This is an optimization exercise on Yosys and OpenROAD, whose aim is small area and a short achievable clock period, not a production implementation.
No functional check of the RTL was part of this run.

## design.v

```verilog
module aipp_coherent_phase_recovery (
    input wire clk_local_ref,
    input wire rst_n,
    input wire [127:0] optical_in,
    input wire lock_enable,
    output reg clk_omega_out,
    output reg phase_locked,
    output reg [15:0] phase_error
);
    reg [31:1] pa_r;
    reg [15:1] lf_r;
    reg pc16;
    wire [31:0] pa = {pa_r, 1'b0};
    wire [15:0] lf = {lf_r, 1'b0};
    wire [15:0] pe = phase_error;
    wire [15:0] opt = optical_in[15:0];
    wire [15:0] pa_hi_n = ~pa[31:16];
    wire pc16_n = ~pc16;
    wire [15:0] peg = pe & {16{lock_enable}};
    wire [15:0] lfg = lf & {16{lock_enable}};
    wire pc16g = pc16;
    wire t1 = pa[6] ^ lfg[6];
    wire t2 = pa[6] & lfg[6];
    wire t3 = pa[7] ^ lfg[7] ^ peg[5];
    wire t4 = (pa[7] & lfg[7]) | (pa[7] & peg[5]) | (lfg[7] & peg[5]);
    wire t5 = pa[8] ^ lfg[8] ^ peg[6];
    wire t6 = (pa[8] & lfg[8]) | (pa[8] & peg[6]) | (lfg[8] & peg[6]);
    wire t7 = pa[9] ^ lfg[9] ^ peg[7];
    wire t8 = (pa[9] & lfg[9]) | (pa[9] & peg[7]) | (lfg[9] & peg[7]);
    wire t9 = pa[10] ^ lfg[10] ^ peg[8];
    wire t10 = (pa[10] & lfg[10]) | (pa[10] & peg[8]) | (lfg[10] & peg[8]);
    wire t11 = pa[11] ^ lfg[11] ^ peg[9];
    wire t12 = (pa[11] & lfg[11]) | (pa[11] & peg[9]) | (lfg[11] & peg[9]);
    wire t13 = pa[12] ^ lfg[12] ^ peg[10];
    wire t14 = (pa[12] & lfg[12]) | (pa[12] & peg[10]) | (lfg[12] & peg[10]);
    wire t15 = pa[13] ^ lfg[13] ^ peg[11];
    wire t16 = (pa[13] & lfg[13]) | (pa[13] & peg[11]) | (lfg[13] & peg[11]);
    wire t17 = pa[14] ^ lfg[14] ^ peg[12];
    wire t18 = (pa[14] & lfg[14]) | (pa[14] & peg[12]) | (lfg[14] & peg[12]);
    wire t19 = pa[15] ^ lfg[15] ^ peg[13];
    wire t20 = (pa[15] & lfg[15]) | (pa[15] & peg[13]) | (lfg[15] & peg[13]);
    wire t21 = pa[16] ^ peg[14];
    wire t22 = pa[16] & peg[14];
    wire t23 = pa[17] ^ peg[15];
    wire t24 = pa[17] & peg[15];
    wire t25 = pa[5] ^ lfg[5];
    wire t26 = pa[5] & lfg[5];
    wire t27 = peg[4] ^ peg[1] ^ peg[0];
    wire t28 = (peg[4] & peg[1]) | (peg[4] & peg[0]) | (peg[1] & peg[0]);
    wire t29 = peg[2] ^ peg[1] ^ t3;
    wire t30 = (peg[2] & peg[1]) | (peg[2] & t3) | (peg[1] & t3);
    wire t31 = peg[3] ^ peg[2] ^ t5;
    wire t32 = (peg[3] & peg[2]) | (peg[3] & t5) | (peg[2] & t5);
    wire t33 = peg[4] ^ peg[3] ^ t7;
    wire t34 = (peg[4] & peg[3]) | (peg[4] & t7) | (peg[3] & t7);
    wire t35 = peg[5] ^ peg[4] ^ t9;
    wire t36 = (peg[5] & peg[4]) | (peg[5] & t9) | (peg[4] & t9);
    wire t37 = peg[6] ^ peg[5] ^ t11;
    wire t38 = (peg[6] & peg[5]) | (peg[6] & t11) | (peg[5] & t11);
    wire t39 = peg[7] ^ peg[6] ^ t13;
    wire t40 = (peg[7] & peg[6]) | (peg[7] & t13) | (peg[6] & t13);
    wire t41 = peg[8] ^ peg[7] ^ t15;
    wire t42 = (peg[8] & peg[7]) | (peg[8] & t15) | (peg[7] & t15);
    wire t43 = peg[9] ^ peg[8] ^ t17;
    wire t44 = (peg[9] & peg[8]) | (peg[9] & t17) | (peg[8] & t17);
    wire t45 = peg[10] ^ peg[9] ^ t19;
    wire t46 = (peg[10] & peg[9]) | (peg[10] & t19) | (peg[9] & t19);
    wire t47 = peg[11] ^ peg[10] ^ t21;
    wire t48 = (peg[11] & peg[10]) | (peg[11] & t21) | (peg[10] & t21);
    wire t49 = peg[12] ^ peg[11] ^ t23;
    wire t50 = (peg[12] & peg[11]) | (peg[12] & t23) | (peg[11] & t23);
    wire t51 = pa[18] ^ peg[13] ^ peg[12];
    wire t52 = (pa[18] & peg[13]) | (pa[18] & peg[12]) | (peg[13] & peg[12]);
    wire t53 = pa[19] ^ peg[14];
    wire t54 = pa[19] & peg[14];
    wire t55 = pa[20] ^ peg[15];
    wire t56 = pa[20] & peg[15];
    wire t57 = pa[2] ^ lfg[2];
    wire t58 = pa[2] & lfg[2];
    wire t59 = pa[3] ^ lfg[3] ^ peg[1];
    wire t60 = (pa[3] & lfg[3]) | (pa[3] & peg[1]) | (lfg[3] & peg[1]);
    wire t61 = pa[4] ^ lfg[4] ^ peg[2];
    wire t62 = (pa[4] & lfg[4]) | (pa[4] & peg[2]) | (lfg[4] & peg[2]);
    wire t63 = peg[3] ^ peg[0] ^ t25;
    wire t64 = (peg[3] & peg[0]) | (peg[3] & t25) | (peg[0] & t25);
    wire t65 = t1 ^ t27 ^ t26;
    wire t66 = (t1 & t27) | (t1 & t26) | (t27 & t26);
    wire t67 = t2 ^ t29 ^ t28;
    wire t68 = (t2 & t29) | (t2 & t28) | (t29 & t28);
    wire t69 = t4 ^ t31 ^ t30;
    wire t70 = (t4 & t31) | (t4 & t30) | (t31 & t30);
    wire t71 = t6 ^ t33 ^ t32;
    wire t72 = (t6 & t33) | (t6 & t32) | (t33 & t32);
    wire t73 = t8 ^ t35 ^ t34;
    wire t74 = (t8 & t35) | (t8 & t34) | (t35 & t34);
    wire t75 = t10 ^ t37 ^ t36;
    wire t76 = (t10 & t37) | (t10 & t36) | (t37 & t36);
    wire t77 = t12 ^ t39 ^ t38;
    wire t78 = (t12 & t39) | (t12 & t38) | (t39 & t38);
    wire t79 = t14 ^ t41 ^ t40;
    wire t80 = (t14 & t41) | (t14 & t40) | (t41 & t40);
    wire t81 = t16 ^ t43 ^ t42;
    wire t82 = (t16 & t43) | (t16 & t42) | (t43 & t42);
    wire t83 = t18 ^ t45 ^ t44;
    wire t84 = (t18 & t45) | (t18 & t44) | (t45 & t44);
    wire t85 = t20 ^ t47 ^ t46;
    wire t86 = (t20 & t47) | (t20 & t46) | (t47 & t46);
    wire t87 = t22 ^ t49 ^ t48;
    wire t88 = (t22 & t49) | (t22 & t48) | (t49 & t48);
    wire t89 = t24 ^ t51 ^ t50;
    wire t90 = (t24 & t51) | (t24 & t50) | (t51 & t50);
    wire t91 = peg[13] ^ t53 ^ t52;
    wire t92 = (peg[13] & t53) | (peg[13] & t52) | (t53 & t52);
    wire t93 = peg[14] ^ t55 ^ t54;
    wire t94 = (peg[14] & t55) | (peg[14] & t54) | (t55 & t54);
    wire t95 = pa[21] ^ peg[15] ^ t56;
    wire t96 = (pa[21] & peg[15]) | (pa[21] & t56) | (peg[15] & t56);
    wire t97 = pa[1] ^ lfg[1];
    wire t98 = pa[1] & lfg[1];
    wire t99 = peg[0] ^ t57;
    wire t100 = peg[0] & t57;
    wire t101 = t59 ^ t58;
    wire t102 = t59 & t58;
    wire t103 = t61 ^ t60;
    wire t104 = t61 & t60;
    wire t105 = t63 ^ t62;
    wire t106 = t63 & t62;
    wire t107 = t65 ^ t64;
    wire t108 = t65 & t64;
    wire t109 = t67 ^ t66;
    wire t110 = t67 & t66;
    wire t111 = t69 ^ t68;
    wire t112 = t69 & t68;
    wire t113 = t71 ^ t70;
    wire t114 = t71 & t70;
    wire t115 = t73 ^ t72;
    wire t116 = t73 & t72;
    wire t117 = t75 ^ t74;
    wire t118 = t75 & t74;
    wire t119 = t77 ^ t76;
    wire t120 = t77 & t76;
    wire t121 = t79 ^ t78;
    wire t122 = t79 & t78;
    wire t123 = t81 ^ t80;
    wire t124 = t81 & t80;
    wire t125 = t83 ^ t82;
    wire t126 = t83 & t82;
    wire t127 = t100 | (t99 & t98);
    wire t128 = t99 & t97;
    wire t129 = t104 | (t103 & t102);
    wire t130 = t103 & t101;
    wire t131 = t108 | (t107 & t106);
    wire t132 = t107 & t105;
    wire t133 = t112 | (t111 & t110);
    wire t134 = t111 & t109;
    wire t135 = t116 | (t115 & t114);
    wire t136 = t115 & t113;
    wire t137 = t120 | (t119 & t118);
    wire t138 = t119 & t117;
    wire t139 = t124 | (t123 & t122);
    wire t140 = t123 & t121;
    wire t141 = t129 | (t130 & t127);
    wire t142 = t130 & t128;
    wire t143 = t133 | (t134 & t131);
    wire t144 = t134 & t132;
    wire t145 = t137 | (t138 & t135);
    wire t146 = t138 & t136;
    wire t147 = t143 | (t144 & t141);
    wire t148 = t144 & t142;
    wire t149 = t145 | (t146 & t147);
    wire t150 = t146 & t148;
    wire t151 = t131 | (t132 & t141);
    wire t152 = t132 & t142;
    wire t153 = t135 | (t136 & t147);
    wire t154 = t136 & t148;
    wire t155 = t139 | (t140 & t149);
    wire t156 = t140 & t150;
    wire t157 = t102 | (t101 & t127);
    wire t158 = t101 & t128;
    wire t159 = t106 | (t105 & t141);
    wire t160 = t105 & t142;
    wire t161 = t110 | (t109 & t151);
    wire t162 = t109 & t152;
    wire t163 = t114 | (t113 & t147);
    wire t164 = t113 & t148;
    wire t165 = t118 | (t117 & t153);
    wire t166 = t117 & t154;
    wire t167 = t122 | (t121 & t149);
    wire t168 = t121 & t150;
    wire t169 = t126 | (t125 & t155);
    wire t170 = t125 & t156;
    wire t171 = t99 ^ t98;
    wire t172 = t101 ^ t127;
    wire t173 = t103 ^ t157;
    wire t174 = t105 ^ t141;
    wire t175 = t107 ^ t159;
    wire t176 = t109 ^ t151;
    wire t177 = t111 ^ t161;
    wire t178 = t113 ^ t147;
    wire t179 = t115 ^ t163;
    wire t180 = t117 ^ t153;
    wire t181 = t119 ^ t165;
    wire t182 = t121 ^ t149;
    wire t183 = t123 ^ t167;
    wire t184 = t125 ^ t155;
    wire t185 = t85 ^ t84;
    wire t186 = t85 & t84;
    wire t187 = t87 ^ t86;
    wire t188 = t87 & t86;
    wire t189 = t89 ^ t88;
    wire t190 = t89 & t88;
    wire t191 = t91 ^ t90;
    wire t192 = t91 & t90;
    wire t193 = t93 ^ t92;
    wire t194 = t93 & t92;
    wire t195 = t95 ^ t94;
    wire t196 = t95 & t94;
    wire t197 = pa[22] ^ t96;
    wire t198 = pa[22] & t96;
    wire t199 = pa[23] ^ 1'b0;
    wire t200 = pa[23] & 1'b0;
    wire t201 = pa[24] ^ 1'b0;
    wire t202 = pa[24] & 1'b0;
    wire t203 = pa[25] ^ 1'b0;
    wire t204 = pa[25] & 1'b0;
    wire t205 = pa[26] ^ 1'b0;
    wire t206 = pa[26] & 1'b0;
    wire t207 = pa[27] ^ 1'b0;
    wire t208 = pa[27] & 1'b0;
    wire t209 = pa[28] ^ 1'b0;
    wire t210 = pa[28] & 1'b0;
    wire t211 = pa[29] ^ 1'b0;
    wire t212 = pa[29] & 1'b0;
    wire t213 = pa[30] ^ 1'b0;
    wire t214 = pa[30] & 1'b0;
    wire t215 = pa[31] ^ 1'b0;
    wire t216 = pa[31] & 1'b0;
    wire t217 = t186 | (t185 & pc16);
    wire t218 = t188 | (t187 & t217);
    wire t219 = t187 & t185;
    wire t220 = t192 | (t191 & t190);
    wire t221 = t191 & t189;
    wire t222 = t196 | (t195 & t194);
    wire t223 = t195 & t193;
    wire t224 = t200 | (t199 & t198);
    wire t225 = t199 & t197;
    wire t226 = t204 | (t203 & t202);
    wire t227 = t203 & t201;
    wire t228 = t208 | (t207 & t206);
    wire t229 = t207 & t205;
    wire t230 = t212 | (t211 & t210);
    wire t231 = t211 & t209;
    wire t232 = t216 | (t215 & t214);
    wire t233 = t215 & t213;
    wire t234 = t220 | (t221 & t218);
    wire t235 = t221 & t219;
    wire t236 = t224 | (t225 & t222);
    wire t237 = t225 & t223;
    wire t238 = t228 | (t229 & t226);
    wire t239 = t229 & t227;
    wire t240 = t232 | (t233 & t230);
    wire t241 = t233 & t231;
    wire t242 = t236 | (t237 & t234);
    wire t243 = t237 & t235;
    wire t244 = t240 | (t241 & t238);
    wire t245 = t241 & t239;
    wire t246 = t244 | (t245 & t242);
    wire t247 = t245 & t243;
    wire t248 = t238 | (t239 & t242);
    wire t249 = t239 & t243;
    wire t250 = t222 | (t223 & t234);
    wire t251 = t223 & t235;
    wire t252 = t226 | (t227 & t242);
    wire t253 = t227 & t243;
    wire t254 = t230 | (t231 & t248);
    wire t255 = t231 & t249;
    wire t256 = t190 | (t189 & t218);
    wire t257 = t189 & t219;
    wire t258 = t194 | (t193 & t234);
    wire t259 = t193 & t235;
    wire t260 = t198 | (t197 & t250);
    wire t261 = t197 & t251;
    wire t262 = t202 | (t201 & t242);
    wire t263 = t201 & t243;
    wire t264 = t206 | (t205 & t252);
    wire t265 = t205 & t253;
    wire t266 = t210 | (t209 & t248);
    wire t267 = t209 & t249;
    wire t268 = t214 | (t213 & t254);
    wire t269 = t213 & t255;
    wire t270 = t185 ^ pc16;
    wire t271 = t187 ^ t217;
    wire t272 = t189 ^ t218;
    wire t273 = t191 ^ t256;
    wire t274 = t193 ^ t234;
    wire t275 = t195 ^ t258;
    wire t276 = t197 ^ t250;
    wire t277 = t199 ^ t260;
    wire t278 = t201 ^ t242;
    wire t279 = t203 ^ t262;
    wire t280 = t205 ^ t252;
    wire t281 = t207 ^ t264;
    wire t282 = t209 ^ t248;
    wire t283 = t211 ^ t266;
    wire t284 = t213 ^ t254;
    wire t285 = t215 ^ t268;
    wire t286 = lf[3] ^ peg[2];
    wire t287 = lf[3] & peg[2];
    wire t288 = lf[4] ^ peg[3] ^ peg[1];
    wire t289 = (lf[4] & peg[3]) | (lf[4] & peg[1]) | (peg[3] & peg[1]);
    wire t290 = lf[5] ^ peg[4] ^ peg[2];
    wire t291 = (lf[5] & peg[4]) | (lf[5] & peg[2]) | (peg[4] & peg[2]);
    wire t292 = lf[6] ^ peg[5] ^ peg[3];
    wire t293 = (lf[6] & peg[5]) | (lf[6] & peg[3]) | (peg[5] & peg[3]);
    wire t294 = lf[7] ^ peg[6] ^ peg[4];
    wire t295 = (lf[7] & peg[6]) | (lf[7] & peg[4]) | (peg[6] & peg[4]);
    wire t296 = lf[8] ^ peg[7] ^ peg[5];
    wire t297 = (lf[8] & peg[7]) | (lf[8] & peg[5]) | (peg[7] & peg[5]);
    wire t298 = lf[9] ^ peg[8] ^ peg[6];
    wire t299 = (lf[9] & peg[8]) | (lf[9] & peg[6]) | (peg[8] & peg[6]);
    wire t300 = lf[10] ^ peg[9] ^ peg[7];
    wire t301 = (lf[10] & peg[9]) | (lf[10] & peg[7]) | (peg[9] & peg[7]);
    wire t302 = lf[11] ^ peg[10] ^ peg[8];
    wire t303 = (lf[11] & peg[10]) | (lf[11] & peg[8]) | (peg[10] & peg[8]);
    wire t304 = lf[12] ^ peg[11] ^ peg[9];
    wire t305 = (lf[12] & peg[11]) | (lf[12] & peg[9]) | (peg[11] & peg[9]);
    wire t306 = lf[13] ^ peg[12] ^ peg[10];
    wire t307 = (lf[13] & peg[12]) | (lf[13] & peg[10]) | (peg[12] & peg[10]);
    wire t308 = lf[14] ^ peg[13] ^ peg[11];
    wire t309 = (lf[14] & peg[13]) | (lf[14] & peg[11]) | (peg[13] & peg[11]);
    wire t310 = lf[15] ^ peg[14] ^ peg[12];
    wire t311 = (lf[15] & peg[14]) | (lf[15] & peg[12]) | (peg[14] & peg[12]);
    wire t312 = lf[1] ^ peg[0];
    wire t313 = lf[1] & peg[0];
    wire t314 = lf[2] ^ peg[1];
    wire t315 = lf[2] & peg[1];
    wire t316 = peg[0] ^ t286;
    wire t317 = peg[0] & t286;
    wire t318 = t288 ^ t287;
    wire t319 = t288 & t287;
    wire t320 = t290 ^ t289;
    wire t321 = t290 & t289;
    wire t322 = t292 ^ t291;
    wire t323 = t292 & t291;
    wire t324 = t294 ^ t293;
    wire t325 = t294 & t293;
    wire t326 = t296 ^ t295;
    wire t327 = t296 & t295;
    wire t328 = t298 ^ t297;
    wire t329 = t298 & t297;
    wire t330 = t300 ^ t299;
    wire t331 = t300 & t299;
    wire t332 = t302 ^ t301;
    wire t333 = t302 & t301;
    wire t334 = t304 ^ t303;
    wire t335 = t304 & t303;
    wire t336 = t306 ^ t305;
    wire t337 = t306 & t305;
    wire t338 = t308 ^ t307;
    wire t339 = t308 & t307;
    wire t340 = t310 ^ t309;
    wire t341 = t310 & t309;
    wire t342 = t315 | (t314 & t313);
    wire t343 = t314 & t312;
    wire t344 = t319 | (t318 & t317);
    wire t345 = t318 & t316;
    wire t346 = t323 | (t322 & t321);
    wire t347 = t322 & t320;
    wire t348 = t327 | (t326 & t325);
    wire t349 = t326 & t324;
    wire t350 = t331 | (t330 & t329);
    wire t351 = t330 & t328;
    wire t352 = t335 | (t334 & t333);
    wire t353 = t334 & t332;
    wire t354 = t339 | (t338 & t337);
    wire t355 = t338 & t336;
    wire t356 = t344 | (t345 & t342);
    wire t357 = t345 & t343;
    wire t358 = t348 | (t349 & t346);
    wire t359 = t349 & t347;
    wire t360 = t352 | (t353 & t350);
    wire t361 = t353 & t351;
    wire t362 = t358 | (t359 & t356);
    wire t363 = t359 & t357;
    wire t364 = t360 | (t361 & t362);
    wire t365 = t361 & t363;
    wire t366 = t346 | (t347 & t356);
    wire t367 = t347 & t357;
    wire t368 = t350 | (t351 & t362);
    wire t369 = t351 & t363;
    wire t370 = t354 | (t355 & t364);
    wire t371 = t355 & t365;
    wire t372 = t317 | (t316 & t342);
    wire t373 = t316 & t343;
    wire t374 = t321 | (t320 & t356);
    wire t375 = t320 & t357;
    wire t376 = t325 | (t324 & t366);
    wire t377 = t324 & t367;
    wire t378 = t329 | (t328 & t362);
    wire t379 = t328 & t363;
    wire t380 = t333 | (t332 & t368);
    wire t381 = t332 & t369;
    wire t382 = t337 | (t336 & t364);
    wire t383 = t336 & t365;
    wire t384 = t341 | (t340 & t370);
    wire t385 = t340 & t371;
    wire t386 = t314 ^ t313;
    wire t387 = t316 ^ t342;
    wire t388 = t318 ^ t372;
    wire t389 = t320 ^ t356;
    wire t390 = t322 ^ t374;
    wire t391 = t324 ^ t366;
    wire t392 = t326 ^ t376;
    wire t393 = t328 ^ t362;
    wire t394 = t330 ^ t378;
    wire t395 = t332 ^ t368;
    wire t396 = t334 ^ t380;
    wire t397 = t336 ^ t364;
    wire t398 = t338 ^ t382;
    wire t399 = t340 ^ t370;
    wire t400 = opt[0] ^ pa_hi_n[0];
    wire t401 = opt[0] & pa_hi_n[0];
    wire t402 = opt[1] ^ pa_hi_n[1];
    wire t403 = opt[1] & pa_hi_n[1];
    wire t404 = opt[2] ^ pa_hi_n[2];
    wire t405 = opt[2] & pa_hi_n[2];
    wire t406 = opt[3] ^ pa_hi_n[3];
    wire t407 = opt[3] & pa_hi_n[3];
    wire t408 = opt[4] ^ pa_hi_n[4];
    wire t409 = opt[4] & pa_hi_n[4];
    wire t410 = opt[5] ^ pa_hi_n[5];
    wire t411 = opt[5] & pa_hi_n[5];
    wire t412 = opt[6] ^ pa_hi_n[6];
    wire t413 = opt[6] & pa_hi_n[6];
    wire t414 = opt[7] ^ pa_hi_n[7];
    wire t415 = opt[7] & pa_hi_n[7];
    wire t416 = opt[8] ^ pa_hi_n[8];
    wire t417 = opt[8] & pa_hi_n[8];
    wire t418 = opt[9] ^ pa_hi_n[9];
    wire t419 = opt[9] & pa_hi_n[9];
    wire t420 = opt[10] ^ pa_hi_n[10];
    wire t421 = opt[10] & pa_hi_n[10];
    wire t422 = opt[11] ^ pa_hi_n[11];
    wire t423 = opt[11] & pa_hi_n[11];
    wire t424 = opt[12] ^ pa_hi_n[12];
    wire t425 = opt[12] & pa_hi_n[12];
    wire t426 = opt[13] ^ pa_hi_n[13];
    wire t427 = opt[13] & pa_hi_n[13];
    wire t428 = opt[14] ^ pa_hi_n[14];
    wire t429 = opt[14] & pa_hi_n[14];
    wire t430 = opt[15] ^ pa_hi_n[15];
    wire t431 = opt[15] & pa_hi_n[15];
    wire t432 = t401 | (t400 & pc16_n);
    wire t433 = t403 | (t402 & t432);
    wire t434 = t402 & t400;
    wire t435 = t407 | (t406 & t405);
    wire t436 = t406 & t404;
    wire t437 = t411 | (t410 & t409);
    wire t438 = t410 & t408;
    wire t439 = t415 | (t414 & t413);
    wire t440 = t414 & t412;
    wire t441 = t419 | (t418 & t417);
    wire t442 = t418 & t416;
    wire t443 = t423 | (t422 & t421);
    wire t444 = t422 & t420;
    wire t445 = t427 | (t426 & t425);
    wire t446 = t426 & t424;
    wire t447 = t431 | (t430 & t429);
    wire t448 = t430 & t428;
    wire t449 = t435 | (t436 & t433);
    wire t450 = t436 & t434;
    wire t451 = t439 | (t440 & t437);
    wire t452 = t440 & t438;
    wire t453 = t443 | (t444 & t441);
    wire t454 = t444 & t442;
    wire t455 = t447 | (t448 & t445);
    wire t456 = t448 & t446;
    wire t457 = t451 | (t452 & t449);
    wire t458 = t452 & t450;
    wire t459 = t455 | (t456 & t453);
    wire t460 = t456 & t454;
    wire t461 = t459 | (t460 & t457);
    wire t462 = t460 & t458;
    wire t463 = t453 | (t454 & t457);
    wire t464 = t454 & t458;
    wire t465 = t437 | (t438 & t449);
    wire t466 = t438 & t450;
    wire t467 = t441 | (t442 & t457);
    wire t468 = t442 & t458;
    wire t469 = t445 | (t446 & t463);
    wire t470 = t446 & t464;
    wire t471 = t405 | (t404 & t433);
    wire t472 = t404 & t434;
    wire t473 = t409 | (t408 & t449);
    wire t474 = t408 & t450;
    wire t475 = t413 | (t412 & t465);
    wire t476 = t412 & t466;
    wire t477 = t417 | (t416 & t457);
    wire t478 = t416 & t458;
    wire t479 = t421 | (t420 & t467);
    wire t480 = t420 & t468;
    wire t481 = t425 | (t424 & t463);
    wire t482 = t424 & t464;
    wire t483 = t429 | (t428 & t469);
    wire t484 = t428 & t470;
    wire t485 = t400 ^ pc16_n;
    wire t486 = t402 ^ t432;
    wire t487 = t404 ^ t433;
    wire t488 = t406 ^ t471;
    wire t489 = t408 ^ t449;
    wire t490 = t410 ^ t473;
    wire t491 = t412 ^ t465;
    wire t492 = t414 ^ t475;
    wire t493 = t416 ^ t457;
    wire t494 = t418 ^ t477;
    wire t495 = t420 ^ t467;
    wire t496 = t422 ^ t479;
    wire t497 = t424 ^ t463;
    wire t498 = t426 ^ t481;
    wire t499 = t428 ^ t469;
    wire t500 = t430 ^ t483;
    wire [31:1] pa_d = {t285, t284, t283, t282, t281, t280, t279, t278, t277, t276, t275, t274, t273, t272, t271, t270, t184, t183, t182, t181, t180, t179, t178, t177, t176, t175, t174, t173, t172, t171, t97};
    wire [15:1] lf_d = {t399, t398, t397, t396, t395, t394, t393, t392, t391, t390, t389, t388, t387, t386, t312};
    wire pc16_d = t169;
    wire [15:0] pe_d = {t500, t499, t498, t497, t496, t495, t494, t493, t492, t491, t490, t489, t488, t487, t486, t485};
    wire pa31 = pa[31] ^ (pc16 & (&pa[30:16]));
    always @(posedge clk_local_ref or negedge rst_n) begin
        if (!rst_n) begin
            pa_r <= 31'b0; lf_r <= 15'b0; pc16 <= 1'b0;
        end else begin
            pa_r <= pa_d; lf_r <= lf_d; pc16 <= pc16_d;
        end
    end
    always @(posedge clk_local_ref or negedge rst_n) begin
        if (!rst_n) begin
            clk_omega_out <= 1'b0; phase_locked <= 1'b0; phase_error <= 16'b0;
        end else if (lock_enable) begin
            phase_error <= pe_d;
            clk_omega_out <= pa31;
            phase_locked <= (pe < 16'd50);
        end
    end
endmodule
```

## run.sh

```bash
#!/bin/bash
# synth_recipe.tcl (not shown) runs the flow's synth.tcl, then flattens the netlist and writes it again
# the make line also repeats each setting of config.mk as NAME=value (left out here)
make -C /OpenROAD-flow-scripts/flow DESIGN_CONFIG=/design/flow/config.mk WORK_HOME=/design/flow/orfs CLKGATE_MAP_FILE= SYNTH_SCRIPT=/design/flow/synth_recipe.tcl finish
```

## config.mk

```make
export PLATFORM = sky130hd
export DESIGN_NAME = aipp_coherent_phase_recovery
export DESIGN_NICKNAME = aipp_coherent_phase_recovery
export VERILOG_FILES = /design/flow/design.v
export SDC_FILE = /design/flow/constraint.sdc
export NUM_CORES = 4
export LEC_CHECK = 0
export CAP_MARGIN = 20
export CORE_MARGIN = 2
export CORE_UTILIZATION = 40
export PLACE_DENSITY = 0.6
export SLEW_MARGIN = 20
```

## constraint.sdc

```tcl
create_clock -name core_clock -period 5.5 [get_ports {clk_local_ref}]
set_input_delay 1.1000 -clock core_clock [delete_from_list [all_inputs] [get_ports {clk_local_ref}]]
set_output_delay 1.1000 -clock core_clock [all_outputs]
set_load 0.01 [all_outputs]
```

==> metrics.md <==
| Metric | Value |
|---|---|
| Detailed-route via count | `3496` |
| Non-Filler Instances | `737` |
| Hold path depth | `1` |
| Mean Syn Cell Area | `11.0 um^2` |
| Worst path buffer plus inverter count | `2` |
| Commonest non-fill, non-tap cell in the layout | `inv_1` |
| Std cell rows | `43` |
| Mapped Area | `5590 um^2` |
| Initial DRC Count | `161` |
| HP Start | `pa_r[1]` |
| Max-slew violation count | `0` |
| CTS tree | `done` |
| Clock latency on the worst-skew pair | `0.33 ns` |
| Worst r2r src | `phase_error[13]` |
| Placed cell count | `721` |
| Area taken by multi-input logic gates | `3520 um^2` |
| Proportion of synthesized area in mux cells | `1.41%` |
| Largest family of logic cells by synthesized area | `adder cells` |
| Clock slew at reported path FFs | `0.06 ns` |
| Initial core utilization | `40.6%` |
| Cell count after synthesis | `506` |
| Vias in the first global route | `3961` |
| Post-synth ARST share | `100%` |
| Max incr delay on CP | `0.51 ns` |
| Total Routed Length | `11.1 mm` |
| ANT cells | `0` |
| Yosys reg bits | `65` |
| # Post-CTS Setup Buffers | `0` |
| Area grow syn2layout | `16.3%` |
| Max-cap viol count | `0` |
| Core Area | `13800 um^2` |
| PortBufs | `36` |
| Clock Sinks | `65` |
| Clk buf depth | `2` |
| Post-synth EDFFs | `0` |
| Detailed placement HPWL | `9.10 mm` |
| Worst setup EP type | `register` |
| Die W | `122 um` |
| Fin nets | `820` |
| Ys Warns | `1` |
| Netlist cell types | `47` |
| Crit path arrival time | `5.13 ns` |
| GRT Util Overall | `17.0%` |
| Largest net degree at the start of global routing | `66` |
| Worst reg2reg path endpoint | `pa_r[31]` |
| Final setup viols | `0` |
| Syn_nets | `774` |
| Worst path most repeated cell | `fa_1` |
| Register area | `1630 um^2` |
| Hold slack | `0.482 ns` |
| Hold Path Class | `register to register` |
| Clk root buf | `clkbuf_16` |
| Share of post-route cells with drive strength above 1 | `6.46%` |
| Via density | `4.74` |
| CP delay by family, top | `adder cells` |
| Synth Area in Adders | `41.3%` |
| Critical path class | `primary input to register` |
| Drt drc | `0` |
| Global-route wire length before repair | `19.4 mm` |
| Io pins | `149` |
| Die Ht | `122 um` |
| Slew margin rel. | `42.4%` |
| Final Hold Violating Endpoints | `0` |
| Slowest-stage cell, CP | `fa_1` |
| Skew final | `0.00802 ns` |
| Die ar. | `14900 um^2` |
| Global route overflow | `0` |
| Tcrit/Tclk final | `88.6%` |
| RePlAce Congestion | `0.827` |
| Hold Crit Endpoint | `pa_r[1]` |
| Synth Area in Simple Gates | `8.29%` |
| Most frequent cells in the layout | `107 x inv_1, 79 x fa_1, 65 x dfrtp_1` |
| Hold buffers post-CTS | `0` |
| Layout Utilization | `47.2%` |
| Min cycle time layout | `4.87 ns` |
| Final ANT Viol Nets | `0` |
| CTS resizes | `0` |
| CTS Buf Count | `9` |
| Post-synthesis sequential area ratio | `29.1%` |
| R2R depth | `14` |
| Routed len/inst | `15.0 um` |
| Post-route setup TNS | `0 ns` |
| Setup slack, reg-to-reg | `1.25 ns` |
| H-tree Lvls | `3` |
| RSZ-0062 raised after global routing | `no` |
| Fill cell count | `1318` |
| Status | `complete, no violations` |
| Worst Path Max Fanout | `24` |
| WP data required | `5.76 ns` |
| Worst-margin pin slew | `0.865 ns` |
| Initial antenna violation count | `0` |
| Compound-Gate Fraction of Synth Area | `6.74%` |
| Synth Flop Type | `dfrtp_1` |
| DRT Pass-1 Iters | `5` |
| CP startpoint kind | `primary input` |
| Crit-path cells | `buf_2 > and2_1 > fa_1 > inv_1 > fa_1 > fa_1 > fa_1 > fa_1 > nor2b_1 > o21ai_1 > a21oi_1 > o31ai_1 > nor3_1 > ha_1 > xor2_1` |
| XOR/XNOR Fraction of Synth Area | `5.33%` |
| Max Freq | `205 MHz` |
[flip-flops by register name (all words and copies together), names as in the netlist]
register and cells:
pa_r 31, clk_omega_out 1, phase_error 16, lf_r 15, phase_locked 1, pc16 1
[cells in the mapped netlist, drive strengths merged (2+ instances only)]
cell / instances / area, um^2
inv: 108 / 405
fa: 79 / 1580
dfrtp: 65 / 1630
ha: 58 / 726
nand2: 25 / 101
a21oi: 21 / 109
and2: 18 / 113
nor2: 18 / 67.6
xnor2: 17 / 149
xor2: 17 / 149
o21ai: 13 / 68.8
nor3: 8 / 40.0
mux2: 7 / 78.8
a21o: 6 / 45.0
clkbuf: 6 / 22.5
nand4: 6 / 37.5
nor2b: 5 / 31.3
o21a: 4 / 30.0
a31oi: 2 / 12.5
nand2b: 2 / 12.5
nor4: 2 / 18.8
o221a: 2 / 22.5
or2: 2 / 12.5
[cells by family (layout without fill, tap and decap cells)]
family / count (synthesis) / after routing
AND/OR/NAND/NOR: 90 / 90
multiplexers: 7 / 7
adder cells (fa/ha/maj): 137 / 137
buffers and inverters: 116 / 167
XOR/XNOR: 34 / 34
AO/OA/AOI/OAI: 57 / 57
flip-flops: 65 / 65
[area by class of cell]
type                    instances  share of cell area [%]
inverters                     109                    6.29
clock inverters                 6                    1.41
flip-flops and latches         65                    25.0
clock buffers                  10                    3.52
well taps                     180                    3.46
multi-input cells             325                    54.2
repair buffers                 42                    6.08
[worst max-delay path by stage]
stage / startpoint / endpoint / slack (ns) / cells after the start
floorplan: lock_enable / pa_r[31] / 0.62 / 16
global placement: lock_enable / pa_r[15] / 0.32 / 15
detailed placement: lock_enable / pa_r[31] / 0.21 / 15
CTS: lock_enable / pa_r[31] / 0.55 / 15
global route: lock_enable / pa_r[15] / 0.28 / 15
finish: lock_enable / pa_r[31] / 0.63 / 15
[per-layer routing]
layer  vias up  track usage [%]  part of all wire [%]
li1       1683                -                     -
met1      1768             22.7                    47
met2        36             28.5                    49
met3         9             4.17                   3.0
met4         0             3.23                  0.86
met5         -                0                     0
[per-stage QoR]
stage	worst slack, ns	area [um^2]
5_1_grt	0.281	6500
3_5_place_dp	0.211	6180
4_1_cts	0.548	6500
2_1_floorplan	0.619	5590
3_3_place_gp	0.317	6180
6_report	0.629	6500

## port drivers added, routing unchanged
How much do the figures lean on ideal ports? The routed layout below was timed once more, with nothing changed but the port constraints. Step 1: set_driving_cell puts a clkbuf_16 on clk_local_ref and a buf_2 on each other input, an assumption about the parent block. Step 2 adds t to the input delays and takes it off the output delays; t is the mean of the earliest and latest rising clock arrival at the registers after step 1. Input paths then give back, and output paths get back, about the clock's delay inside the block. Three values: ideal, step 1, step 2; two values: the first two.
t, ns: 0.367
slack for setup (ns): 0.629 / 0.648 / 0.280
latest minus earliest clock arrival (ns): 0.009 / 0.009
worst register clock-pin slew, ns: 0.06 / 0.06
cell pins on the clock port's net: 1
After both steps this run still meets setup and hold. The setup slack of this run moves by +0.019 ns with the drivers and by -0.349 ns with both steps.
